This is an optimization exercise on Yosys and OpenROAD, whose aim is a short achievable clock period and few clock cycles, not a production implementation. Where RTL was checked, it was by simulation tests only, not by an equivalence proof against the original.

==> inputs of juniper <==
// PMIPSL0
module PMIPSL0(
	imemaddr,	 
	dmemaddr,	 
	dmemwdata,	 
	dmemwrite,	 
	dmemread,	 
	clock,
	imemrdata,	 
	dmemrdata,	 
	reset		 
	);
output [15:0] imemaddr;
output [15:0] dmemaddr;
output [15:0] dmemwdata;
output dmemwrite;
output dmemread;
input [16:0] imemrdata;
input [15:0] dmemrdata;
input clock;
input reset;
parameter NB = 2;	 
localparam NBW = 1;	 
integer i;
function [15:0] ksadd;
	input [15:0] a;
	input [15:0] b;
	input cin;
	reg [15:0] g, p, gg, pp, g2, p2;
	integer k, d;
	begin
		g = a & b;
		p = a ^ b;
		gg = g;
		pp = p;
		gg[0] = g[0] | (p[0] & cin);
		for (d = 1; d < 16; d = d * 2) begin
			g2 = gg;
			p2 = pp;
			for (k = d; k < 16; k = k + 1) begin
				g2[k] = gg[k] | (pp[k] & gg[k-d]);
				p2[k] = pp[k] & pp[k-d];
			end
			gg = g2;
			pp = p2;
		end
		ksadd = p ^ {gg[14:0], cin};
	end
endfunction
function [15:1] inc15;
	input [15:1] a;
	reg [15:1] c;
	integer k;
	begin
		c[1] = 1'b1;
		for (k = 2; k < 16; k = k + 1) c[k] = c[k-1] & a[k-1];
		inc15 = a ^ c;
	end
endfunction
function [8:0] ksadd8;
	input [7:0] a;
	input [7:0] b;
	reg [7:0] g, p, gg, pp, g2, p2;
	integer k, d;
	begin
		g = a & b;
		p = a ^ b;
		gg = g;
		pp = p;
		for (d = 1; d < 8; d = d * 2) begin
			g2 = gg;
			p2 = pp;
			for (k = d; k < 8; k = k + 1) begin
				g2[k] = gg[k] | (pp[k] & gg[k-d]);
				p2[k] = pp[k] & pp[k-d];
			end
			gg = g2;
			pp = p2;
		end
		ksadd8 = {gg[7], p ^ {gg[6:0], 1'b0}};
	end
endfunction
function [7:1] onehot;
	input [2:0] r;
	integer k;
	begin
		for (k = 1; k < 8; k = k + 1) onehot[k] = (r == k);
	end
endfunction
reg [15:1] pc_o;
reg [15:1] pc_n;
wire [15:1] pc = ~pc_n;
reg        id_valid;
reg [16:0] id_ins;
reg [15:1] id_pc;
reg [15:1] id_pc2;
reg        id_ubeq;	 
reg        id_cbeq;	 
reg [7:1]  id_rs1h, id_rt1h;
reg        id_pred;		 
reg [15:1] id_ptgt;		 
reg        ex_bad;		 
reg        ex_rw;		 
reg        ex_load;
reg        ex_store;
reg [2:0]  ex_dest;
reg        ex_cbeq;		 
  ...
export LEC_CHECK = 0
export ABC_CLOCK_PERIOD_IN_PS = 2000
export CAP_MARGIN = 20
export CORE_MARGIN = 2
export CORE_UTILIZATION = 40
export PLACE_DENSITY = 0.6
export SLEW_MARGIN = 20
export TNS_END_PERCENT = 100
create_clock -name core_clock -period 8.0 [get_ports {clock}]
standard.sh (not shown) runs the stock make flow with config.mk's settings and CLKGATE_MAP_FILE= SYNTH_SCRIPT=/design/flow/synth_recipe.tcl, a recipe that flattens the netlist after the stock synthesis.
==> flow/flow/run.sh <==
#!/bin/bash
# Standard ORFS layout (the standard.sh) with two changes to how it is
# made, none to the constraints (the SDC is the standard flow's, unchanged):
#  - timing repair aims below the real clock period (a larger setup margin);
#  - slow wide OR/NOR cells are added to the platform's don't-use list, so
#    synthesis and repair build that logic from faster cells.
set -euo pipefail
PLATFORM_DONT_USE="sky130_fd_sc_hd__probe_p_8 sky130_fd_sc_hd__probec_p_8
 sky130_fd_sc_hd__lpflow_bleeder_1
 sky130_fd_sc_hd__lpflow_clkbufkapwr_1 sky130_fd_sc_hd__lpflow_clkbufkapwr_16
 sky130_fd_sc_hd__lpflow_clkbufkapwr_2 sky130_fd_sc_hd__lpflow_clkbufkapwr_4
 sky130_fd_sc_hd__lpflow_clkbufkapwr_8
 sky130_fd_sc_hd__lpflow_clkinvkapwr_1 sky130_fd_sc_hd__lpflow_clkinvkapwr_16
 sky130_fd_sc_hd__lpflow_clkinvkapwr_2 sky130_fd_sc_hd__lpflow_clkinvkapwr_4
 sky130_fd_sc_hd__lpflow_clkinvkapwr_8
 sky130_fd_sc_hd__lpflow_decapkapwr_12 sky130_fd_sc_hd__lpflow_decapkapwr_3
 sky130_fd_sc_hd__lpflow_decapkapwr_4 sky130_fd_sc_hd__lpflow_decapkapwr_6
 sky130_fd_sc_hd__lpflow_decapkapwr_8
 sky130_fd_sc_hd__lpflow_inputiso0n_1 sky130_fd_sc_hd__lpflow_inputiso0p_1
 sky130_fd_sc_hd__lpflow_inputiso1n_1 sky130_fd_sc_hd__lpflow_inputiso1p_1
 sky130_fd_sc_hd__lpflow_inputisolatch_1
 sky130_fd_sc_hd__lpflow_isobufsrc_1 sky130_fd_sc_hd__lpflow_isobufsrc_16
 sky130_fd_sc_hd__lpflow_isobufsrc_2 sky130_fd_sc_hd__lpflow_isobufsrc_4
 sky130_fd_sc_hd__lpflow_isobufsrc_8 sky130_fd_sc_hd__lpflow_isobufsrckapwr_16
 sky130_fd_sc_hd__lpflow_lsbuf_lh_hl_isowell_tap_1
 sky130_fd_sc_hd__lpflow_lsbuf_lh_hl_isowell_tap_2
 sky130_fd_sc_hd__lpflow_lsbuf_lh_hl_isowell_tap_4
 sky130_fd_sc_hd__lpflow_lsbuf_lh_isowell_4
 sky130_fd_sc_hd__lpflow_lsbuf_lh_isowell_tap_1
 sky130_fd_sc_hd__lpflow_lsbuf_lh_isowell_tap_2
 sky130_fd_sc_hd__lpflow_lsbuf_lh_isowell_tap_4"
SLOW="sky130_fd_sc_hd__or4_1 sky130_fd_sc_hd__or4_2 sky130_fd_sc_hd__or4_4
 sky130_fd_sc_hd__or4b_1 sky130_fd_sc_hd__or4b_2 sky130_fd_sc_hd__or4b_4
 sky130_fd_sc_hd__or4bb_1 sky130_fd_sc_hd__or4bb_2 sky130_fd_sc_hd__or4bb_4
 sky130_fd_sc_hd__nor4_1 sky130_fd_sc_hd__nor4_2 sky130_fd_sc_hd__nor4_4
 sky130_fd_sc_hd__nor4b_1 sky130_fd_sc_hd__nor4b_2 sky130_fd_sc_hd__nor4b_4
 sky130_fd_sc_hd__nor4bb_1 sky130_fd_sc_hd__nor4bb_2 sky130_fd_sc_hd__nor4bb_4
 sky130_fd_sc_hd__o41a_1 sky130_fd_sc_hd__o41a_2 sky130_fd_sc_hd__o41a_4
 sky130_fd_sc_hd__o41ai_1 sky130_fd_sc_hd__o41ai_2 sky130_fd_sc_hd__o41ai_4"
DONT_USE=$(echo $PLATFORM_DONT_USE $SLOW)
bash standard.sh SETUP_SLACK_MARGIN=5.6 TNS_END_PERCENT=100 \
  "DONT_USE_CELLS=$DONT_USE" finish > standard_flow.log 2>&1
==> ember: changes against juniper <==
--- a/flow/design.v
+++ b/flow/design.v
@@ -148,18 +148,18 @@
 wire [15:8] id_him = id_phi - 8'd1;
 wire [15:8] id_bhi = id_ins[6] ? (id_blo[7] ? id_phi : id_him)
                                : (id_blo[7] ? id_hip : id_phi);
 wire [15:1] id_btgt = {id_bhi, id_blo[6:0]};
 reg stall_r;
 wire stall = id_valid & stall_r;
 wire [15:0] A = ex_a;
 wire [15:0] B = ex_b;
-wire [15:0] sum  = ksadd(A, B, 1'b0);
-wire [15:0] diff = ksadd(A, ~B, 1'b1);
+wire [15:0] sum  = A + B;
+wire [15:0] diff = A - B;
 wire [15:0] andv = A & B;
 wire [15:0] sltv = {15'd0, diff[15]};
 wire [15:0] alu = ({16{ex_sel_sum}}  & sum)
                 | ({16{ex_sel_diff}} & diff)
                 | ({16{ex_sel_slt}}  & sltv)
                 | ({16{ex_sel_and}}  & andv);
 wire eq = (A == B);
 wire ex_redirect = (ex_cbeq & eq) | ex_bad;
==> flow/flow/run.sh (replaced) <==
#!/bin/bash
# Standard ORFS layout, with timing repair aimed below the real clock period
# (the SDC is unchanged; only repair_timing's setup margin is larger).
set -euo pipefail
MARGIN=${MARGIN:-5.6}
bash standard.sh SETUP_SLACK_MARGIN=$MARGIN TNS_END_PERCENT=100 finish > standard_flow.log 2>&1
==> comparison <==
- juniper went through all stages and came out clean. ember ran to the end with no violations.
- Between juniper and ember, the lower fmax is in ember (gap 4.0%, measured against ember).
- Global-route usage: ember is lower than juniper (1.2 points).
- Between juniper and ember, the lower via count is in ember (gap 7.1%, measured against ember).
- Against ember, the sequential share of layout area of juniper is lower by 1.8 points.
- Of juniper and ember, juniper has the higher clock skew (gap 0.015 ns).
- Against juniper, the register-to-register slack of ember is worse by 0.11 ns.
- Against ember, the synthesized cell count of juniper is larger by about 5%.
==> figures <==
| quantity | ember | juniper |
|---|---|---|
| Nets | 2038 | 2139 |
| Share of the synthesized area in compound gates (AO/OA/AOI/OAI) | 15.3% | 18.3% |
| Capture instance of the worst register-to-register path | pc_n[1]$_SDFF_PP1_ | ex_b[2]$_DFF_P_ |
| Avg Cell Area, Syn | 11.6 µm² | 11.5 µm² |
| Largest net degree at the start of global routing | 66 | 70 |
| Hold Path Origin | ex_sd[4]$_DFF_P_ | ex_sd[9]$_DFF_P_ |
| Area of all sequential standard cells | 11100 µm² | 11100 µm² |
| Cells after DPL | 2283 | 2430 |
| Crit path to | pc_n[1]$_SDFF_PP1_ | ex_b[2]$_DFF_P_ |
| Area share of buffers outside the clock network | 12.0% | 11.9% |
| Multiplexer fraction of the synthesized cell area | 1.28% | 1.42% |
| Xor and xnor fraction of the mapped netlist area | 6.39% | 5.51% |
| Worst path setup slack after routing | 5.08 ns | 5.19 ns |
| Run status | no timing/DRC/antenna violations | no timing/DRC/antenna violations |
| Final standard cell count with taps included and fillers excluded | 2595 | 2754 |
Testbench counts of juniper, summed over its fixed seeds: cycles 110,368.
For ember, only the layout was checked, not whether the RTL still works.

==> re-timing with driven ports <==
How much do the figures lean on ideal ports? The routed layouts below were timed once more, with nothing changed but the port constraints.
Step 1, drivers: a clkbuf_16 drives clock and a buf_2 each remaining input, both assumed.
Step 2 also shifts input and output timing later by t, the mid clock arrival at the registers, as if the neighbouring blocks saw the same clock.
Slacks: ideal / step 1 / step 2; pairs: ideal / step 1.
run	shift t [ns]	setup WS [ns]	worst data-port slew with drivers (ns)
juniper	0.645	5.192 / 5.192 / 4.639	0.05
ember	0.633	5.079 / 5.079 / 4.707	0.06
After both steps setup and hold are still met in every run listed. For juniper, which loses most, drivers alone change the setup slack by 0.000 ns; drivers and shift together by -0.553 ns.
